This design comes from an exercise in tuning for small area on the open sky130 flow, not from production work.
At most, simulation tests tie the RTL to the original design; equivalence was not proved.
Power figures rest on the tool's default switching activity, not on a simulated workload.

==> inputs of branch zinc <==
==> flow/design.v <==
module processing_fsm(clock, reset, start_signal, size, done,
                            buf_0_write_en, buf_1_write_en, error_buf_write_en,
                            buf_0_w_data, buf_1_w_data, error_mem_w_data,
                            buf_0_r_data, buf_1_r_data, error_mem_r_data,
                            buf_0_addr, buf_1_addr, error_mem_addr, buf_sel);
    input clock;
    input reset;
    input start_signal;
    input size;
    output reg done;
    output buf_0_write_en;
    output buf_1_write_en;
    output error_buf_write_en;
    output reg [7:0] buf_0_w_data;
    output reg [7:0] buf_1_w_data;
    output [15:0] error_mem_w_data;
    input  [7:0] buf_0_r_data;
    input  [7:0] buf_1_r_data;
    input  [15:0] error_mem_r_data;
    output reg [15:0] buf_0_addr;
    output reg [15:0] buf_1_addr;
    output [15:0] error_mem_addr;
    output reg buf_sel;
    assign error_buf_write_en = 1'b0;
    assign error_mem_w_data = 16'b0;
    localparam [4:0]
        WAIT   = 5'd0,
        LMID   = 5'd1,
        LBTM1  = 5'd2,    
        LBTM   = 5'd3,    
        CHECK  = 5'd4,
        CHECKN = 5'd5,    
        DONE   = 5'd6,
        NW     = 5'd13,
        N      = 5'd14,
        NE     = 5'd15,
        W      = 5'd16,
        E      = 5'd17,
        SW     = 5'd18,
        S      = 5'd19,
        SE     = 5'd20,
        MW1    = 5'd21,
        MW2    = 5'd22,
        MW3    = 5'd23,
        SUM    = 5'd24,
        WR     = 5'd25;
    reg [4:0] state;
    reg [7:0] ema;
    assign error_mem_addr = {8'b0, ema};
    reg [5:0] pixel_count;
    reg [3:0] packet_count;
    reg       size_r;          
    reg wr;                    
    assign buf_0_write_en = wr & ~buf_sel;
    assign buf_1_write_en = wr & buf_sel;
    reg [15:0] eb0, eb1, eb2;
    reg [1:0]  ptr;
    reg [2:0]  fp;             
    reg [10:0] acc;
    wire s_check  = (state == CHECK) || (state == CHECKN);
    wire s_nw = (state == NW), s_n = (state == N), s_ne = (state == NE);
    wire s_w  = (state == W),  s_e = (state == E), s_sw = (state == SW);
    wire s_s  = (state == S),  s_se = (state == SE);
    wire s_top  = s_nw | s_n | s_ne;
    wire s_addr = s_top | s_w | s_e | s_sw | s_s | s_se;
    wire s_data = state[4] && !state[3];           
    wire [2:0] di = state[2:0];                    
    wire pix0    = (pixel_count == 6'd0);
    wire pix_r   = size_r ? (pixel_count == 6'd31) : (pixel_count == 6'd15);
    wire pkt_r   = size_r ? (packet_count == 4'd7) : (packet_count == 4'd15);
    wire at_top  = (ema == 8'd1);
    wire at_bot  = (ema == 8'd240);
    wire at_left = pix0 && (packet_count == 4'd0);
    wire at_right = pix_r && pkt_r;
    wire off_w   = pix0;
    wire off_e   = !pix0 && pix_r;
    reg [1:0] phys;
    always @(*) begin
        case ({s_check, s_top})
            2'b10, 2'b11: phys = (ptr == 2'd0) ? 2'd1 : (ptr == 2'd1) ? 2'd2 : 2'd0;
            2'b01:        phys = ptr;
            default:      phys = (ptr == 2'd0) ? 2'd2 : (ptr == 2'd1) ? 2'd0 : 2'd1;
        endcase
    end
    wire [15:0] word = (phys == 2'd0) ? eb0 : (phys == 2'd1) ? eb1 : eb2;
    wire dec = (s_nw | s_ne | s_sw) & off_w;
    wire inc = s_se & off_e;
    wire [3:0] pidx = packet_count + {dec, dec, dec, dec | inc};
    wire oob = (dec && packet_count == 4'd0) || (inc && packet_count == 4'd15);
    wire ebit = !oob && word[~pidx];
    wire err_mid = ebit;
    wire f = buf_sel ^ (s_w | s_e | (ebit & !(s_top & at_top)));
    wire dxm = s_nw | s_w | s_sw;
    wire dxp = s_ne | s_e | s_se;
    wire dym = s_top;
    wire dyp = s_sw | s_s | s_se;
    wire [6:0] u   = {1'b0, pixel_count} + {{6{dxm}}, dxm | dxp};    
    wire [10:0] t  = {{4{u[6]}}, u} +
                     (size_r ? {1'b0, packet_count, 5'b0} : {2'b0, packet_count, 4'b0});
    wire [2:0] dya  = dym ? 3'b110 : dyp ? 3'b000 : 3'b111;
    wire [2:0] c3   = t[10:8] + dya;
    wire [7:0] hi   = ema + {{5{c3[2]}}, c3};
    wire [15:0] nbr = {hi, t[7:0]};
    wire [7:0] pix = fp[2] ? buf_1_r_data : buf_0_r_data;
    reg [1:0] wt;
    always @(*) begin
        if (at_top && at_left)       case (di) 4: wt = 3; 6: wt = 3; 7: wt = 2; default: wt = 0; endcase
        else if (at_top && at_right) case (di) 3: wt = 3; 5: wt = 2; 6: wt = 3; default: wt = 0; endcase
        else if (at_top)             case (di) 3: wt = 2; 4: wt = 2; 5: wt = 1; 6: wt = 2; 7: wt = 1; default: wt = 0; endcase
        else if (at_bot && at_left)  case (di) 1: wt = 3; 2: wt = 2; 4: wt = 3; default: wt = 0; endcase
        else if (at_bot && at_right) case (di) 0: wt = 2; 1: wt = 3; 3: wt = 3; default: wt = 0; endcase
        else if (at_left)            case (di) 1: wt = 2; 2: wt = 1; 4: wt = 2; 6: wt = 2; 7: wt = 1; default: wt = 0; endcase
        else if (at_right)           case (di) 0: wt = 1; 1: wt = 2; 3: wt = 2; 5: wt = 1; 6: wt = 2; default: wt = 0; endcase
        else if (at_bot)             case (di) 0: wt = 1; 1: wt = 2; 2: wt = 1; 3: wt = 2; 4: wt = 2; default: wt = 0; endcase
        else                         wt = 1;
        if (!s_data) wt = 0;
    end
    wire [10:0] acc_in = s_w ? 11'd0 : acc;
    always @(posedge clock) begin
        acc <= acc_in + (wt[1] ? {2'b0, pix, 1'b0} : 11'd0) + (wt[0] ? {3'b0, pix} : 11'd0);
        fp  <= {fp[1:0], f};
    end
    wire pix_last  = size ? (pixel_count == 6'd31) : (pixel_count == 6'd15);
    wire pkt_last  = size ? (packet_count == 4'd7) : (packet_count == 4'd15);
    wire line_last = (ema == 8'd240);    
    wire next_pkt  = s_check ? !err_mid : pix_last;
    always @(posedge clock) begin
        if (state == WAIT || state == DONE) begin
            pixel_count <= 0;
            packet_count <= 0;
        end else if (s_check || state == WR) begin
            if (next_pkt) begin
                pixel_count <= 0;
                packet_count <= pkt_last ? 4'd0 : packet_count + 4'd1;
            end else if (state == WR)
                pixel_count <= pixel_count + 6'd1;
        end
        if (s_check) size_r <= size;
    end
    always @(posedge clock) begin
        if (state == WAIT) begin
            ptr <= 2'd0;
            eb1 <= error_mem_r_data;
        end else if (s_check) begin
            case (ptr)
                2'd0: eb2 <= error_mem_r_data;
                2'd1: eb0 <= error_mem_r_data;
                default: eb1 <= error_mem_r_data;
            endcase
        end else if (state == LBTM) begin
            ptr <= {ptr == 2'd1, ptr == 2'd0};
        end
    end
    always @(posedge clock, negedge reset) begin
        if (!reset) begin
            state <= WAIT;
            done <= 1'b0;
            buf_sel <= 1'b0;
            wr <= 1'b0;
            buf_0_w_data <= 8'd0;
            buf_1_w_data <= 8'd0;
            buf_0_addr <= 16'd0;
            buf_1_addr <= 16'd0;
            ema <= 8'd0;
        end else begin
            done <= (state == DONE);
            wr <= (state == WR);
            if (state == DONE) buf_sel <= ~buf_sel;
            if (state == WR) begin
                if (buf_sel) buf_1_w_data <= acc[10:3];
                else         buf_0_w_data <= acc[10:3];
            end
            if (s_addr) begin
                if (f) begin
                    buf_1_addr <= nbr;
                    if (s_e) buf_0_addr <= buf_1_addr;
                end else
                    buf_0_addr <= nbr;
            end
            case (state)
                WAIT:   ema <= {7'b0, start_signal};
                LMID:   ema <= 8'd1;
                CHECKN: ema <= ema + 8'd1;
                default: ;
            endcase
            case (state)
                WAIT:   state <= start_signal ? LMID : WAIT;
                LMID:   state <= LBTM1;
                LBTM1:  state <= CHECK;
                LBTM:   state <= CHECKN;
                DONE:   state <= WAIT;
                CHECK, CHECKN, WR: begin
                    if (s_check && err_mid) state <= NW;
                    else if (!next_pkt || !pkt_last) state <= CHECK;
                    else if (line_last) state <= DONE;
                    else state <= LBTM;
                end
                NW:  state <= N;
                N:   state <= NE;
                NE:  state <= W;
                W:   state <= E;
                E:   state <= SW;
                SW:  state <= S;
                S:   state <= SE;
                SE:  state <= MW1;
                MW1: state <= MW2;
                MW2: state <= MW3;
                MW3: state <= SUM;
                SUM: state <= WR;
                default: state <= WAIT;
            endcase
        end
    end
endmodule
==> flow/flow/run.sh <==
#!/bin/bash
# Standard ORFS layout, with every port buffered by the smallest buffer,
# Yosys/ABC's buffers removed before placement, and one tie cell.
set -euo pipefail
export BUFFER_PORTS_ARGS="-buffer_cell sky130_fd_sc_hd__buf_1"
export REMOVE_ABC_BUFFERS=1
export SKIP_REPAIR_TIE_FANOUT=1
bash standard.sh > standard.log 2>&1
==> flow/standard.sh <==
#!/bin/bash
# synth_recipe.tcl (not shown) runs the flow's synth.tcl, then flattens the netlist and writes it again
# the make line also repeats each setting of config.mk as NAME=value (left out here)
make -C /OpenROAD-flow-scripts/flow DESIGN_CONFIG=/design/flow/config.mk WORK_HOME=/design/flow/orfs CLKGATE_MAP_FILE= SYNTH_SCRIPT=/design/flow/synth_recipe.tcl "${@:-finish}"
==> flow/config.mk <==
export PLATFORM = sky130hd
export DESIGN_NAME = processing_fsm
export DESIGN_NICKNAME = processing_fsm
export VERILOG_FILES = /design/flow/design.v
export SDC_FILE = /design/flow/constraint.sdc
export NUM_CORES = 4
export LEC_CHECK = 0
export CAP_MARGIN = 0
export CORE_MARGIN = 2
export CORE_UTILIZATION = 70
export CTS_BUF_LIST = sky130_fd_sc_hd__clkbuf_4 sky130_fd_sc_hd__clkbuf_8
export CTS_CLUSTER_SIZE = 20
export SLEW_MARGIN = 0
==> flow/constraint.sdc <==
create_clock -name core_clock -period 7.0 [get_ports {clock}]
set_input_delay 1.4000 -clock core_clock [delete_from_list [all_inputs] [get_ports {clock}]]
set_output_delay 1.4000 -clock core_clock [all_outputs]
set_load 0.01 [all_outputs]
==> branch willow (differences from branch zinc) <==
==> flow/design.v, changed modules only <==
module processing_fsm(clock, reset, start_signal, size, done,
                            buf_0_write_en, buf_1_write_en, error_buf_write_en,
                            buf_0_w_data, buf_1_w_data, error_mem_w_data,
                            buf_0_r_data, buf_1_r_data, error_mem_r_data,
                            buf_0_addr, buf_1_addr, error_mem_addr, buf_sel);
    input clock;
    input reset;
    input start_signal;
    input size;
    output reg done;
    output buf_0_write_en;
    output buf_1_write_en;
    output error_buf_write_en;
    output reg [7:0] buf_0_w_data;
    output reg [7:0] buf_1_w_data;
    output [15:0] error_mem_w_data;
    input  [7:0] buf_0_r_data;
    input  [7:0] buf_1_r_data;
    input  [15:0] error_mem_r_data;
    output reg [15:0] buf_0_addr;
    output reg [15:0] buf_1_addr;
    output [15:0] error_mem_addr;
    output reg buf_sel;
    assign error_buf_write_en = 1'b0;
    assign error_mem_w_data = 16'b0;
    localparam [4:0]
        WAIT   = 5'd0,
        LMID   = 5'd1,
        LBTM1  = 5'd2,    
        LBTM   = 5'd3,    
        CHECK  = 5'd4,
        CHECKN = 5'd5,    
        DONE   = 5'd6,
        NW     = 5'd13,
        N      = 5'd14,
        NE     = 5'd15,
        W      = 5'd16,
        E      = 5'd17,
        SW     = 5'd18,
        S      = 5'd19,
        SE     = 5'd20,
        MW1    = 5'd21,
        MW2    = 5'd22,
        MW3    = 5'd23,
        SUM    = 5'd24,
        WR     = 5'd25;
    reg [4:0] state;
    reg [7:0] ema;
    assign error_mem_addr = {8'b0, ema};
    reg [5:0] pixel_count;
    reg [3:0] packet_count;
    reg       size_r;          
    reg wr;                    
    assign buf_0_write_en = wr & ~buf_sel;
    assign buf_1_write_en = wr & buf_sel;
    reg [15:0] eb0, eb1, eb2;
    reg [1:0]  ptr;
    reg [2:0]  fp;             
    reg [10:0] acc;
    wire s_check  = (state == CHECK) || (state == CHECKN);
    wire s_nw = (state == NW), s_n = (state == N), s_ne = (state == NE);
    wire s_w  = (state == W),  s_e = (state == E), s_sw = (state == SW);
    wire s_s  = (state == S),  s_se = (state == SE);
    wire s_top  = s_nw | s_n | s_ne;
    wire s_addr = s_top | s_w | s_e | s_sw | s_s | s_se;
    wire s_data = state[4] && !state[3];           
    wire [2:0] di = state[2:0];                    
    wire pix0    = (pixel_count == 6'd0);
    wire pix_r   = size_r ? (pixel_count == 6'd31) : (pixel_count == 6'd15);
    wire pkt_r   = size_r ? (packet_count == 4'd7) : (packet_count == 4'd15);
    wire at_top  = (ema == 8'd1);
    wire at_bot  = (ema == 8'd240);
    wire at_left = pix0 && (packet_count == 4'd0);
    wire at_right = pix_r && pkt_r;
    wire off_w   = pix0;
    wire off_e   = !pix0 && pix_r;
    reg [1:0] phys;
    always @(*) begin
        case ({s_check, s_top})
            2'b10, 2'b11: phys = (ptr == 2'd0) ? 2'd1 : (ptr == 2'd1) ? 2'd2 : 2'd0;
            2'b01:        phys = ptr;
            default:      phys = (ptr == 2'd0) ? 2'd2 : (ptr == 2'd1) ? 2'd0 : 2'd1;
        endcase
    end
    wire [15:0] word = (phys == 2'd0) ? eb0 : (phys == 2'd1) ? eb1 : eb2;
    wire dec = (s_nw | s_ne | s_sw) & off_w;
    wire inc = s_se & off_e;
    wire [3:0] pidx = packet_count + {dec, dec, dec, dec | inc};
    wire oob = (dec && packet_count == 4'd0) || (inc && packet_count == 4'd15);
    wire ebit = !oob && word[~pidx];
    wire err_mid = ebit;
    wire f = buf_sel ^ (s_w | s_e | (ebit & !(s_top & at_top)));
    wire dxm = s_nw | s_w | s_sw;
    wire s_wr = (state == WR);
    wire dxp = s_ne | s_e | s_se | s_wr;    
    wire dym = s_top;
    wire dyp = s_sw | s_s | s_se;
    wire [7:0] u   = {2'b0, pixel_count} + {{7{dxm}}, dxm | dxp};    
    wire [10:0] t  = {{3{u[7]}}, u} +
                     (size_r ? {1'b0, packet_count, 5'b0} : {2'b0, packet_count, 4'b0});
    wire [2:0] dya  = dym ? 3'b110 : dyp ? 3'b000 : 3'b111;
    wire [2:0] c3   = (state == CHECKN) ? 3'd1 : t[10:8] + dya;
    wire [7:0] hi   = ema + {{5{c3[2]}}, c3};
    wire [15:0] nbr = {hi, t[7:0]};
    wire a0_nbr  = s_addr & !f;
    wire a0_a1   = s_e & f;
    wire a0_hold = !(a0_nbr | a0_a1);
    wire [7:0] pix = fp[2] ? buf_1_r_data : buf_0_r_data;
    wire up  = (di <= 3'd2);                     
    wire dn  = (di >= 3'd5);                     
    wire lf  = (di == 3'd0) || (di == 3'd3) || (di == 3'd5);
    wire rt  = (di == 3'd2) || (di == 3'd4) || (di == 3'd7);
    wire orth = (di == 3'd1) || (di == 3'd3) || (di == 3'd4) || (di == 3'd6);
    wire ev  = at_top | at_bot;
    wire eh  = at_left | at_right;
    wire off = (at_top & up) | (at_bot & dn) | (at_left & lf) | (at_right & rt);
    wire [1:0] wt = (!s_data || off) ? 2'd0 :
                    orth ? 2'd1 + ev + eh : 2'd1 + (ev & eh);
    wire [10:0] acc_in = s_w ? 11'd0 : acc;
    always @(posedge clock) begin
        acc <= acc_in + (wt[1] ? {2'b0, pix, 1'b0} : 11'd0) + (wt[0] ? {3'b0, pix} : 11'd0);
        fp  <= {fp[1:0], f};
    end
    wire pix_last  = size ? (pixel_count == 6'd31) : (pixel_count == 6'd15);
    wire pkt_last  = size ? (packet_count == 4'd7) : (packet_count == 4'd15);
    wire line_last = (ema == 8'd240);    
    wire next_pkt  = s_check ? !err_mid : pix_last;
    always @(posedge clock) begin
        if (state == WAIT || state == DONE) begin
            pixel_count <= 0;
            packet_count <= 0;
        end else if (s_check || state == WR) begin
            if (next_pkt) begin
                pixel_count <= 0;
                packet_count <= pkt_last ? 4'd0 : packet_count + 4'd1;
            end else if (state == WR)
                pixel_count <= u[5:0];
        end
        if (s_check) size_r <= size;
    end
    always @(posedge clock) begin
        if (state == WAIT) begin
            ptr <= 2'd0;
            eb1 <= error_mem_r_data;
        end else if (s_check) begin
            case (ptr)
                2'd0: eb2 <= error_mem_r_data;
                2'd1: eb0 <= error_mem_r_data;
                default: eb1 <= error_mem_r_data;
            endcase
        end else if (state == LBTM) begin
            ptr <= {ptr == 2'd1, ptr == 2'd0};
        end
    end
    always @(posedge clock, negedge reset) begin
        if (!reset) begin
            state <= WAIT;
            done <= 1'b0;
            buf_sel <= 1'b0;
            wr <= 1'b0;
            buf_0_w_data <= 8'd0;
            buf_1_w_data <= 8'd0;
            buf_0_addr <= 16'd0;
            buf_1_addr <= 16'd0;
            ema <= 8'd0;
        end else begin
            done <= (state == DONE);
            wr <= (state == WR);
            if (state == DONE) buf_sel <= ~buf_sel;
            if (state == WR) begin
                if (buf_sel) buf_1_w_data <= acc[10:3];
                else         buf_0_w_data <= acc[10:3];
            end
            buf_0_addr <= ({16{a0_nbr}} & nbr) | ({16{a0_a1}} & buf_1_addr) | ({16{a0_hold}} & buf_0_addr);
            if (s_addr && f) buf_1_addr <= nbr;
            case (state)
                WAIT:   ema <= {7'b0, start_signal};
                LMID:   ema <= 8'd1;
                CHECKN: ema <= hi;
                default: ;
            endcase
            case (state)
                WAIT:   state <= start_signal ? LMID : WAIT;
                LMID:   state <= LBTM1;
                LBTM1:  state <= CHECK;
                LBTM:   state <= CHECKN;
                DONE:   state <= WAIT;
                CHECK, CHECKN, WR: begin
                    if (s_check && err_mid) state <= NW;
                    else if (!next_pkt || !pkt_last) state <= CHECK;
                    else if (line_last) state <= DONE;
                    else state <= LBTM;
                end
                NW:  state <= N;
                N:   state <= NE;
                NE:  state <= W;
                W:   state <= E;
                E:   state <= SW;
                SW:  state <= S;
                S:   state <= SE;
                SE:  state <= MW1;
                MW1: state <= MW2;
                MW2: state <= MW3;
                MW3: state <= SUM;
                SUM: state <= WR;
                default: state <= WAIT;
            endcase
        end
    end
endmodule
==> flow/flow/run.sh (replaced) <==
#!/bin/bash
# The standard ORFS layout with these changes:
#  - synthesis: ABC maps for area (flow/area.abc) and Yosys does not extract
#    full/half adder cells; registers are untouched (same script otherwise);
#  - every port is buffered by the smallest buffer;
#  - Yosys/ABC buffers are removed before placement and one tie cell is kept;
#  - the clock tree uses no dummy loads.
set -euo pipefail
W=$PWD
{
  echo 'proc extract_fa {args} {}'
  echo 'proc abc {args} {'
  echo '  set i [lsearch -exact $args -script]'
  echo "  if {\$i >= 0} { lset args [expr {\$i + 1}] $W/flow/area.abc }"
  echo '  yosys abc {*}$args'
  echo '}'
  cat synth_recipe.tcl
} > flow_synth.tcl
sed "s#SYNTH_SCRIPT=[^ ]*#SYNTH_SCRIPT=$W/flow_synth.tcl#" standard.sh > flow_standard.sh
export BUFFER_PORTS_ARGS="-buffer_cell sky130_fd_sc_hd__buf_1"
export REMOVE_ABC_BUFFERS=1
export SKIP_REPAIR_TIE_FANOUT=1
export CTS_ARGS="-sink_clustering_enable -repair_clock_nets -dont_use_dummy_load -buf_list sky130_fd_sc_hd__buf_6 -sink_clustering_size 20"
bash flow_standard.sh > standard.log 2>&1
==> flow/flow/area.abc (new file) <==
strash
&get -n
&deepsyn -T 60
&put
dch -f
amap
strash
dch -f
amap
topo
dnsize -c
- CAP_MARGIN: 0 -> 10
- CTS_BUF_LIST: sky130_fd_sc_hd__clkbuf_4 sky130_fd_sc_hd__clkbuf_8 -> default
- CTS_CLUSTER_SIZE: 20 -> default
- GPL_TIMING_DRIVEN: default -> 0
- SLEW_MARGIN: 0 -> 10
==> branch juniper (differences from branch zinc) <==
--- a/flow/design.v
+++ b/flow/design.v
@@ -94,8 +94,8 @@
     wire dxp = s_ne | s_e | s_se;
     wire dym = s_top;
     wire dyp = s_sw | s_s | s_se;
-    wire [6:0] u   = {1'b0, pixel_count} + {{6{dxm}}, dxm | dxp};    
-    wire [10:0] t  = {{4{u[6]}}, u} +
+    wire [7:0] u   = {2'b0, pixel_count} + {{7{dxm}}, dxm | dxp};    
+    wire [10:0] t  = {{3{u[7]}}, u} +
                      (size_r ? {1'b0, packet_count, 5'b0} : {2'b0, packet_count, 4'b0});
     wire [2:0] dya  = dym ? 3'b110 : dyp ? 3'b000 : 3'b111;
     wire [2:0] c3   = t[10:8] + dya;
==> flow/flow/run.sh (replaced) <==
#!/bin/bash
# The standard ORFS layout with these changes:
#  - synthesis: ABC maps for area (flow/area.abc) and Yosys does not extract
#    full/half adder cells; registers are untouched (same script otherwise);
#  - every port is buffered by the smallest buffer;
#  - Yosys/ABC buffers are removed before placement and one tie cell is kept;
#  - the clock tree uses no dummy loads.
set -euo pipefail
W=$PWD
{
  echo 'proc extract_fa {args} {}'
  echo 'proc abc {args} {'
  echo '  set i [lsearch -exact $args -script]'
  echo "  if {\$i >= 0} { lset args [expr {\$i + 1}] $W/flow/area.abc }"
  echo '  yosys abc {*}$args'
  echo '}'
  cat synth_recipe.tcl
} > flow_synth.tcl
sed "s#SYNTH_SCRIPT=[^ ]*#SYNTH_SCRIPT=$W/flow_synth.tcl#" standard.sh > flow_standard.sh
export BUFFER_PORTS_ARGS="-buffer_cell sky130_fd_sc_hd__buf_1"
export REMOVE_ABC_BUFFERS=1
export SKIP_REPAIR_TIE_FANOUT=1
export CTS_ARGS="-sink_clustering_enable -repair_clock_nets -dont_use_dummy_load -buf_list sky130_fd_sc_hd__clkbuf_4 -root_buf sky130_fd_sc_hd__clkbuf_8 -sink_clustering_size 20"
bash flow_standard.sh > standard.log 2>&1
==> flow/flow/area.abc (new file) <==
strash
dch -f
map -a
topo
dnsize -c
- CAP_MARGIN: 0 -> 10
- CTS_BUF_LIST: sky130_fd_sc_hd__clkbuf_4 sky130_fd_sc_hd__clkbuf_8 -> default
- CTS_CLUSTER_SIZE: 20 -> default
- GPL_TIMING_DRIVEN: default -> 0
- SLEW_MARGIN: 0 -> 10
==> summary of the runs <==
Setup slack: branch juniper > branch willow > branch zinc. The highest hold slack belongs to branch juniper, the lowest to branch willow. Clock skew, highest first: branch juniper, branch willow, branch zinc. Of branch zinc and branch willow, branch willow has the higher total power (gap 6.1%, measured against branch willow). Final cell count: branch juniper > branch zinc > branch willow. Between branch zinc and branch willow, the lower non-clock buffer count is in branch willow (gap 6). Critical path depth: branch willow < branch zinc < branch juniper.
No functional check of the RTL was part of branch zinc.

-- static timing again, ports no longer ideal --
No port has a modelled driver above. Below, the same layouts with a new extraction and two added sets of constraints.
Step 1 (the two cells are an assumption about what drives the block):
set clk [get_ports {clock}]
set_driving_cell -lib_cell sky130_fd_sc_hd__clkbuf_16 $clk
set_driving_cell -lib_cell sky130_fd_sc_hd__buf_2 [delete_from_list [all_inputs] $clk]
Step 2 adds t to the input delays and takes it off the output delays; t is the mean of the earliest and latest rising clock arrival at the registers after step 1. Input paths then give back, and output paths get back, about the clock's delay inside the block.
Three values: ideal, step 1, step 2; two values: the first two.
run	t, ns	slack for setup (ns)	hold WS [ns]	worst setup path after step 2	latest minus earliest clock arrival (ns)
branch zinc	0.498	0.465 / 0.465 / 0.465	0.333 / 0.333 / 0.333	register to register	0.012 / 0.012
branch willow	0.431	0.469 / 0.469 / 0.469	0.317 / 0.317 / 0.317	register to register	0.035 / 0.035
branch juniper	0.459	0.624 / 0.624 / 0.624	0.335 / 0.335 / 0.335	register to register	0.045 / 0.045
After both steps every run listed still meets setup and hold.
